Context: an optimization exercise on an open-source flow, tuned for small area. The choices shown serve that exercise and are no tape-out recipe.
Function was checked by simulation only, so behaviour that the tests miss may differ from the original.
No driver is modelled on the clock port, so clocking that relies on it looks cheaper here than on a real chip.

==> 11-12: inputs <==
==> flow/design.v (excerpt) <==
module cordic_pipeline_rtl( clock, reset, ce, angle_in, sin_out, cos_out, valid_out );
input clock, reset, ce;
input signed [11:0] angle_in;
output signed [11:0] sin_out, cos_out;
output valid_out;
reg [3:0] valid_cnt;
always @(posedge clock)
  if (reset == 1'b0) valid_cnt <= 4'd15;
  else if (ce && valid_cnt != 4'd0) valid_cnt <= valid_cnt - 4'd1;
assign valid_out = (valid_cnt == 4'd0);
wire sg_1 = angle_in[11];
wire [10:0] u_2 = angle_in[10:0] ^ {11{sg_1}};
wire e_3 = (u_2 >= 11'd804);
wire e_4 = e_3 ? (u_2 >= 11'd1279) : (u_2 >= 11'd329);
wire e_5 = e_3 ? (e_4 ? (u_2 >= 11'd1530) : (u_2 >= 11'd1028)) : (e_4 ? (u_2 >= 11'd580) : (u_2 >= 11'd78));
wire [13:0] E_6 = {sg_1, e_3, e_4, e_5, u_2[9:0]};
reg [13:0] l1_e;
wire [10:0] d_7;
wire [9:0] k_8 = (l1_e[12] ? (l1_e[11] ? (l1_e[10] ? 10'h207 : 10'h305) : (l1_e[10] ? 10'h3fd : 10'hfb)) : (l1_e[11] ? (l1_e[10] ? 10'h1bd : 10'h2bb) : (l1_e[10] ? 10'h3b3 : 10'hb1)));
wire [9:0] w_9 = l1_e[9:0] + k_8;
wire [6:0] sv_10 = (|w_9[9:8]) ? 7'd127 : w_9[7:1];
assign d_7[0] = ~l1_e[13];
assign d_7[1] = l1_e[12] ^ l1_e[13];
assign d_7[2] = l1_e[11] ^ l1_e[13];
assign d_7[3] = l1_e[10] ^ l1_e[13];
assign d_7[4] = sv_10[6] ^ l1_e[13];
assign d_7[5] = sv_10[5] ^ l1_e[13];
assign d_7[6] = sv_10[4] ^ l1_e[13];
assign d_7[7] = sv_10[3] ^ l1_e[13];
assign d_7[8] = sv_10[2] ^ l1_e[13];
assign d_7[9] = sv_10[1] ^ l1_e[13];
assign d_7[10] = sv_10[0] ^ l1_e[13];
reg [10:0] l2_d;
reg [10:0] l3_d;
reg [10:0] l4_d;
reg [10:0] l5_d;
reg [10:0] l6_d;
reg [10:0] l7_d;
reg [10:0] l8_d;
reg [10:0] l9_d;
  ...
==> flow/config.mk <==
export PLATFORM = sky130hd
export DESIGN_NAME = cordic_pipeline_rtl
export DESIGN_NICKNAME = cordic_pipeline_rtl
export VERILOG_FILES = /design/flow/design.v
export SDC_FILE = /design/flow/constraint.sdc
export NUM_CORES = 4
export LEC_CHECK = 0
export CAP_MARGIN = 0
export CORE_MARGIN = 2
export CORE_UTILIZATION = 70
export CTS_CLUSTER_DIAMETER = 100
export CTS_CLUSTER_SIZE = 30
export GPL_TIMING_DRIVEN = 1
export PLACE_DENSITY = 0.75
export SLEW_MARGIN = 0
==> flow/constraint.sdc <==
create_clock -name core_clock -period 4.5 [get_ports {clock}]
set_input_delay 0.9000 -clock core_clock [delete_from_list [all_inputs] [get_ports {clock}]]
set_output_delay 0.9000 -clock core_clock [all_outputs]
set_load 0.01 [all_outputs]
standard.sh (not shown) runs the stock make flow with config.mk's settings and CLKGATE_MAP_FILE= SYNTH_SCRIPT=/design/flow/synth_recipe.tcl, a recipe that flattens the netlist after the stock synthesis.
==> flow/flow/run.sh <==
#!/bin/bash
# Own layout flow: the standard flow (standard.sh) with three changes:
#  1. the port buffers use the smallest buffer cell (buf_1);
#  2. after the standard synthesis, the combinational cells other than full adders are
#     mapped again by Yosys/ABC for area, with a few ABC scripts; registers and their
#     names are untouched;
#  3. full adders are flipped in polarity (FA(~a,~b,~c) = ~FA(a,b,c)) where that
#     removes inverters without adding any.
# Every rewritten netlist is checked against the standard synthesis's netlist by
# bit-parallel random simulation of every register input and every output port; the
# smallest checked netlist whose worst slack (ideal clock, no wires) is at least 0.25 ns
# (a margin for wires) is laid out; if none qualifies, the standard netlist is used.
set -uo pipefail
export BUFFER_PORTS_ARGS="-buffer_cell sky130_fd_sc_hd__buf_1"
# the layout runs on one thread so that it is reproducible
sed 's/^make -C \(.*\) "\${@:-finish}"$/make -C \1 NUM_CORES=1 "${@:-finish}"/' standard.sh > standard1.sh
grep -q "NUM_CORES=1" standard1.sh || cp standard.sh standard1.sh
RES="$PWD/orfs/results/sky130hd/cordic_pipeline_rtl/base"
bash standard.sh "$RES/1_2_yosys.v" > standard_synth.log 2>&1 || exit 1
cp "$RES/1_2_yosys.v" "$PWD/netlist_standard.v"
BEST="$PWD/netlist_standard.v"; BESTAREA=""
for S in default flow/abc_*.abc; do
  N=$(basename "$S" .abc)
  ARG=""; [ "$S" != default ] && ARG="-script $PWD/$S"
  mkdir -p "remap_$N"
  if python3 flow/remap.py "$PWD/netlist_standard.v" "$PWD/remap_$N/remap.v" "$PWD/remap_$N" "$ARG" > "remap_$N/remap.log" 2>&1 \
     && python3 flow/fixinv.py "$PWD/remap_$N/remap.v" "$PWD/remap_$N/fixinv.v" > "remap_$N/fixinv.log" 2>&1 \
     && python3 flow/simcheck.py "$PWD/netlist_standard.v" "$PWD/remap_$N/fixinv.v" > "remap_$N/simcheck.log" 2>&1; then
    NETLIST="$PWD/remap_$N/fixinv.v" openroad -no_init -exit flow/sta.tcl > "remap_$N/sta.log" 2>&1
    WNS=$(grep -oE "^WNS \S+" "remap_$N/sta.log" | awk '{print $2}')
    AREA=$(python3 flow/area.py "$PWD/remap_$N/fixinv.v")
    echo "$N area $AREA wns $WNS" >> choose.log
    if [ -n "$WNS" ] && python3 -c "import sys; sys.exit(0 if float('$WNS') >= 0.25 and ('$BESTAREA'=='' or float('$AREA') < float('$BESTAREA')) else 1)"; then
      BEST="$PWD/remap_$N/fixinv.v"; BESTAREA=$AREA
    fi
  else
    echo "$N failed" >> choose.log
  fi
done
echo "chosen: $BEST" >> choose.log
cp "$BEST" "$RES/1_2_yosys.v"
bash standard1.sh > standard_layout.log 2>&1
Other scripts of this flow, unchanged in this note and not shown: flow/flow/abc_s3.abc, flow/flow/abc_s5.abc, flow/flow/abc_s6.abc, flow/flow/abc_s8.abc, flow/flow/abc_s9.abc, flow/flow/area.py, flow/flow/fixinv.py, flow/flow/remap.py, flow/flow/simcheck.py, flow/flow/sta.tcl
==> 11-08: changes against 11-12 <==
--- a/flow/flow/run.sh
+++ b/flow/flow/run.sh
@@ -8,13 +8,10 @@
 #     removes inverters without adding any.
 # Every rewritten netlist is checked against the standard synthesis's netlist by
 # bit-parallel random simulation of every register input and every output port; the
-# smallest checked netlist whose worst slack (ideal clock, no wires) is at least 0.25 ns
-# (a margin for wires) is laid out; if none qualifies, the standard netlist is used.
+# smallest checked netlist whose worst slack (ideal clock, no wires) is at least
+# -0.05 ns is laid out; if none qualifies, the standard netlist is used.
 set -uo pipefail
 export BUFFER_PORTS_ARGS="-buffer_cell sky130_fd_sc_hd__buf_1"
-# the layout runs on one thread so that it is reproducible
-sed 's/^make -C \(.*\) "\${@:-finish}"$/make -C \1 NUM_CORES=1 "${@:-finish}"/' standard.sh > standard1.sh
-grep -q "NUM_CORES=1" standard1.sh || cp standard.sh standard1.sh
 RES="$PWD/orfs/results/sky130hd/cordic_pipeline_rtl/base"
 bash standard.sh "$RES/1_2_yosys.v" > standard_synth.log 2>&1 || exit 1
 cp "$RES/1_2_yosys.v" "$PWD/netlist_standard.v"
@@ -30,7 +27,7 @@
     WNS=$(grep -oE "^WNS \S+" "remap_$N/sta.log" | awk '{print $2}')
     AREA=$(python3 flow/area.py "$PWD/remap_$N/fixinv.v")
     echo "$N area $AREA wns $WNS" >> choose.log
-    if [ -n "$WNS" ] && python3 -c "import sys; sys.exit(0 if float('$WNS') >= 0.25 and ('$BESTAREA'=='' or float('$AREA') < float('$BESTAREA')) else 1)"; then
+    if [ -n "$WNS" ] && python3 -c "import sys; sys.exit(0 if float('$WNS') >= -0.05e-9 and ('$BESTAREA'=='' or float('$AREA') < float('$BESTAREA')) else 1)"; then
       BEST="$PWD/remap_$N/fixinv.v"; BESTAREA=$AREA
     fi
   else
@@ -39,4 +36,4 @@
 done
 echo "chosen: $BEST" >> choose.log
 cp "$BEST" "$RES/1_2_yosys.v"
-bash standard1.sh > standard_layout.log 2>&1
+bash standard.sh > standard_layout.log 2>&1
==> notes.md <==
Run status: 11-12 finished clean; 11-08 complete, but fails checks
Reasons for failing layout checks: 11-12 -; 11-08 negative setup slack
Area growth syn-to-layout: 11-12 7.87%; 11-08 12.6%
Combined area of all synthesized cells: 11-12 15200 um2; 11-08 14800 um2
Routing usage on met3: 11-12 2.05%; 11-08 2.23%
Launch point of the worst reg-to-reg path: 11-12 l14_x[3]$_DFFE_PP_; 11-08 l13_y[4]$_DFFE_PP_
Post-DR wirelength/cell: 11-12 14.3 um; 11-08 15.9 um
Worst clock skew: 11-12 0.0169 ns; 11-08 0.0147 ns
Final core utilization: 11-12 77.4%; 11-08 79.6%
Endpoint of the worst register-to-register path: 11-12 l15_c[10]$_DFFE_PP_; 11-08 l14_x[9]$_DFFE_PP_
Clock tree cell share of total cell area: 11-12 2.06%; 11-08 2.12%
Hold WS: 11-12 0.424 ns; 11-08 0.416 ns
Number of nets in the synthesized netlist: 11-12 1536; 11-08 1544
Post-CTS setup-driven buffer insertion count: 11-12 1; 11-08 5
Sum of met3 wire segment lengths after detailed routing: 11-12 696 um; 11-08 1380 um
Number of optimization iterations in the first detailed-route pass: 11-12 4; 11-08 5

==> run Y: inputs <==
Starting RTL as in the previous note.
==> flow/config.mk <==
export PLATFORM = sky130hd
export DESIGN_NAME = cordic_pipeline_rtl
export DESIGN_NICKNAME = cordic_pipeline_rtl
export VERILOG_FILES = /design/flow/design.v
export SDC_FILE = /design/flow/constraint.sdc
export NUM_CORES = 4
export LEC_CHECK = 0
export CAP_MARGIN = 0
export CORE_MARGIN = 2
export CORE_UTILIZATION = 70
export CTS_CLUSTER_DIAMETER = 100
export CTS_CLUSTER_SIZE = 30
export GPL_TIMING_DRIVEN = 1
export PLACE_DENSITY = 0.75
export SETUP_SLACK_MARGIN = 0.2
export SLEW_MARGIN = 0
==> flow/constraint.sdc <==
create_clock -name core_clock -period 4.5 [get_ports {clock}]
set_input_delay 0.9000 -clock core_clock [delete_from_list [all_inputs] [get_ports {clock}]]
set_output_delay 0.9000 -clock core_clock [all_outputs]
set_load 0.01 [all_outputs]
==> flow/flow/run.sh <==
#!/bin/bash
# Own layout flow: the standard flow (standard.sh) with three changes:
#  1. the port buffers use the smallest buffer cell (buf_1);
#  2. after the standard synthesis, the combinational cells other than full adders are
#     mapped again by Yosys/ABC for area, with a few ABC scripts; registers and their
#     names are untouched;
#  3. full adders are flipped in polarity (FA(~a,~b,~c) = ~FA(a,b,c)) where that
#     removes inverters without adding any.
# Every rewritten netlist is checked against the standard synthesis's netlist by
# bit-parallel random simulation of every register input and every output port; the
# smallest checked netlist whose worst slack (ideal clock, no wires) is at least 0.25 ns
# (a margin for wires) is laid out; if none qualifies, the standard netlist is used.
set -uo pipefail
export PYTHONHASHSEED=0
export BUFFER_PORTS_ARGS="-buffer_cell sky130_fd_sc_hd__buf_1"
# the layout runs on one thread so that it is reproducible
sed 's/^make -C \(.*\) "\${@:-finish}"$/make -C \1 NUM_CORES=1 "${@:-finish}"/' standard.sh > standard1.sh
grep -q "NUM_CORES=1" standard1.sh || cp standard.sh standard1.sh
RES="$PWD/orfs/results/sky130hd/cordic_pipeline_rtl/base"
bash standard.sh "$RES/1_2_yosys.v" > standard_synth.log 2>&1 || exit 1
cp "$RES/1_2_yosys.v" "$PWD/netlist_standard.v"
BEST="$PWD/netlist_standard.v"; BESTAREA=""
for S in default flow/abc_*.abc; do
  N=$(basename "$S" .abc)
  ARG=""; [ "$S" != default ] && ARG="-script $PWD/$S"
  mkdir -p "remap_$N"
  if python3 flow/remap.py "$PWD/netlist_standard.v" "$PWD/remap_$N/remap.v" "$PWD/remap_$N" "$ARG" > "remap_$N/remap.log" 2>&1 \
     && python3 flow/fixinv.py "$PWD/remap_$N/remap.v" "$PWD/remap_$N/fixinv.v" > "remap_$N/fixinv.log" 2>&1 \
     && python3 flow/simcheck.py "$PWD/netlist_standard.v" "$PWD/remap_$N/fixinv.v" > "remap_$N/simcheck.log" 2>&1; then
    NETLIST="$PWD/remap_$N/fixinv.v" openroad -no_init -exit flow/sta.tcl > "remap_$N/sta.log" 2>&1
    WNS=$(grep -oE "^WNS \S+" "remap_$N/sta.log" | awk '{print $2}')
    AREA=$(python3 flow/area.py "$PWD/remap_$N/fixinv.v")
    echo "$N area $AREA wns $WNS" >> choose.log
    if [ -n "$WNS" ] && python3 -c "import sys; sys.exit(0 if float('$WNS') >= 0.25 and ('$BESTAREA'=='' or float('$AREA') < float('$BESTAREA')) else 1)"; then
      BEST="$PWD/remap_$N/fixinv.v"; BESTAREA=$AREA
    fi
  else
    echo "$N failed" >> choose.log
  fi
done
echo "chosen: $BEST" >> choose.log
cp "$BEST" "$RES/1_2_yosys.v"
bash standard1.sh > standard_layout.log 2>&1
Other scripts of this flow, unchanged in this note and not shown: flow/flow/abc_s3.abc, flow/flow/abc_s5.abc, flow/flow/abc_s6.abc, flow/flow/abc_s8.abc, flow/flow/abc_s9.abc, flow/flow/area.py, flow/flow/fixinv.py, flow/flow/remap.py, flow/flow/simcheck.py, flow/flow/sta.tcl
==> inputs of run P, as changes to run Y <==
CORE_UTILIZATION = 75   (was 70)
PLACE_DENSITY = 0.8   (was 0.75)
SETUP_SLACK_MARGIN = 0.1   (was 0.2)
==> notes.md <==
- Run P completed and failed the layout checks on setup timing. Run Y completed with no timing, DRC or antenna violations.
- Synthesized cell count is the same in run P and run Y.
- Sequential share of layout area: run Y is lower than run P (0.73 points).
- Area after synthesis is the same in run P and run Y.
- In run Y the maximum frequency is higher than in run P, by about 3%.
==> figures <==
| item | run Y | run P |
|---|---|---|
| Worst hold slack across all endpoints | 0.422 ns | 0.420 ns |
| GR Layer Usage met1 | 27.8% | 29.3% |
| Result of the run | finished clean | failed layout checks |
| Reasons for failing layout checks | - | setup timing |
| Sequential cell area share | 46.7% | 47.5% |
| Detailed placer's ending HPWL | 19.5 mm | 19.4 mm |
| DR WL/cell | 15.8 um | 15.6 um |
| Worst-skew pair later-pin latency | 0.49 ns | 0.48 ns |
| Share of the core filled with cells in the final layout | 79.8% | 82.9% |
| Final critical-path required period | 4.40 ns | 4.53 ns |
| Met1 routed wirelength after detailed routing | 11.0 mm | 10.4 mm |
| Number of nets in the finished design | 1,655 | 1,635 |

==> onyx: inputs <==
cordic_pipeline_rtl, a different RTL version from the one above (not shown whole).
Design cordic_pipeline_rtl, start of the top module:
module cordic_pipeline_rtl( clock, reset, ce, angle_in, sin_out, cos_out, valid_out );
==> flow/config.mk <==
export PLATFORM = sky130hd
export DESIGN_NAME = cordic_pipeline_rtl
export DESIGN_NICKNAME = cordic_pipeline_rtl
export VERILOG_FILES = /design/flow/design.v
export SDC_FILE = /design/flow/constraint.sdc
export NUM_CORES = 4
export LEC_CHECK = 0
export CAP_MARGIN = 0
export CORE_MARGIN = 2
export CORE_UTILIZATION = 70
export CTS_CLUSTER_DIAMETER = 60
export CTS_CLUSTER_SIZE = 36
export GPL_TIMING_DRIVEN = 0
export PLACE_DENSITY = 0.75
export SLEW_MARGIN = 0
==> flow/constraint.sdc <==
create_clock -name core_clock -period 4.5 [get_ports {clock}]
set_input_delay 0.9000 -clock core_clock [delete_from_list [all_inputs] [get_ports {clock}]]
set_output_delay 0.9000 -clock core_clock [all_outputs]
set_load 0.01 [all_outputs]
run.sh (not shown) runs the stock make flow with config.mk's settings and CLKGATE_MAP_FILE= SYNTH_SCRIPT=/design/flow/synth_recipe.tcl, a recipe that flattens the netlist after the stock synthesis.
Stock flow here: none of the scripts above is used.
==> fjord (differences from onyx) <==
CORE_UTILIZATION = 60   (was 70)
CTS_CLUSTER_DIAMETER = not set   (was 60)
CTS_CLUSTER_SIZE = not set   (was 36)
PLACE_DENSITY = not set   (was 0.75)
==> comparison <==
Synthesized area is the same in onyx and fjord.
Of fjord and onyx, fjord has the higher worst hold slack (gap 0.038 ns).
In onyx the clock skew is higher than in fjord, by 0.036 ns.
Of fjord and onyx, onyx has the higher global-route usage (gap 5.5 points).
Sequential cell count is the same in fjord and onyx.
Between fjord and onyx, the lower die area is in onyx (gap 16%, measured against onyx).

==> afterwards: timing with drivers on the ports <==
Ports are ideal in the flow. The routed layouts listed here were re-timed in OpenROAD. Step 1 sets driving cells, clkbuf_16 on the clock port and buf_2 on the other inputs (assumed; they add their load-dependent delay and slew). Step 2 moves the port delays by t, midway between the first and last clock arrival at a register: inputs arrive t later, outputs are due t later. That takes back most of the time a late clock gives input paths. Slacks: no drivers / after step 1 / after step 2; pairs: no drivers / after step 1.
run	t, ns	slack for setup (ns)	worst data-port slew with drivers (ns)
11-12	0.528	0.250 / 0.250 / 0.250	0.03
11-08	0.516	-0.086 / -0.086 / -0.086	0.03
run Y	0.526	0.104 / 0.104 / 0.104	0.03
run P	0.521	-0.026 / -0.026 / -0.026	0.03
onyx	0.581	0.091 / 0.091 / 0.091	0.05
fjord	0.597	0.184 / 0.184 / 0.184	0.05
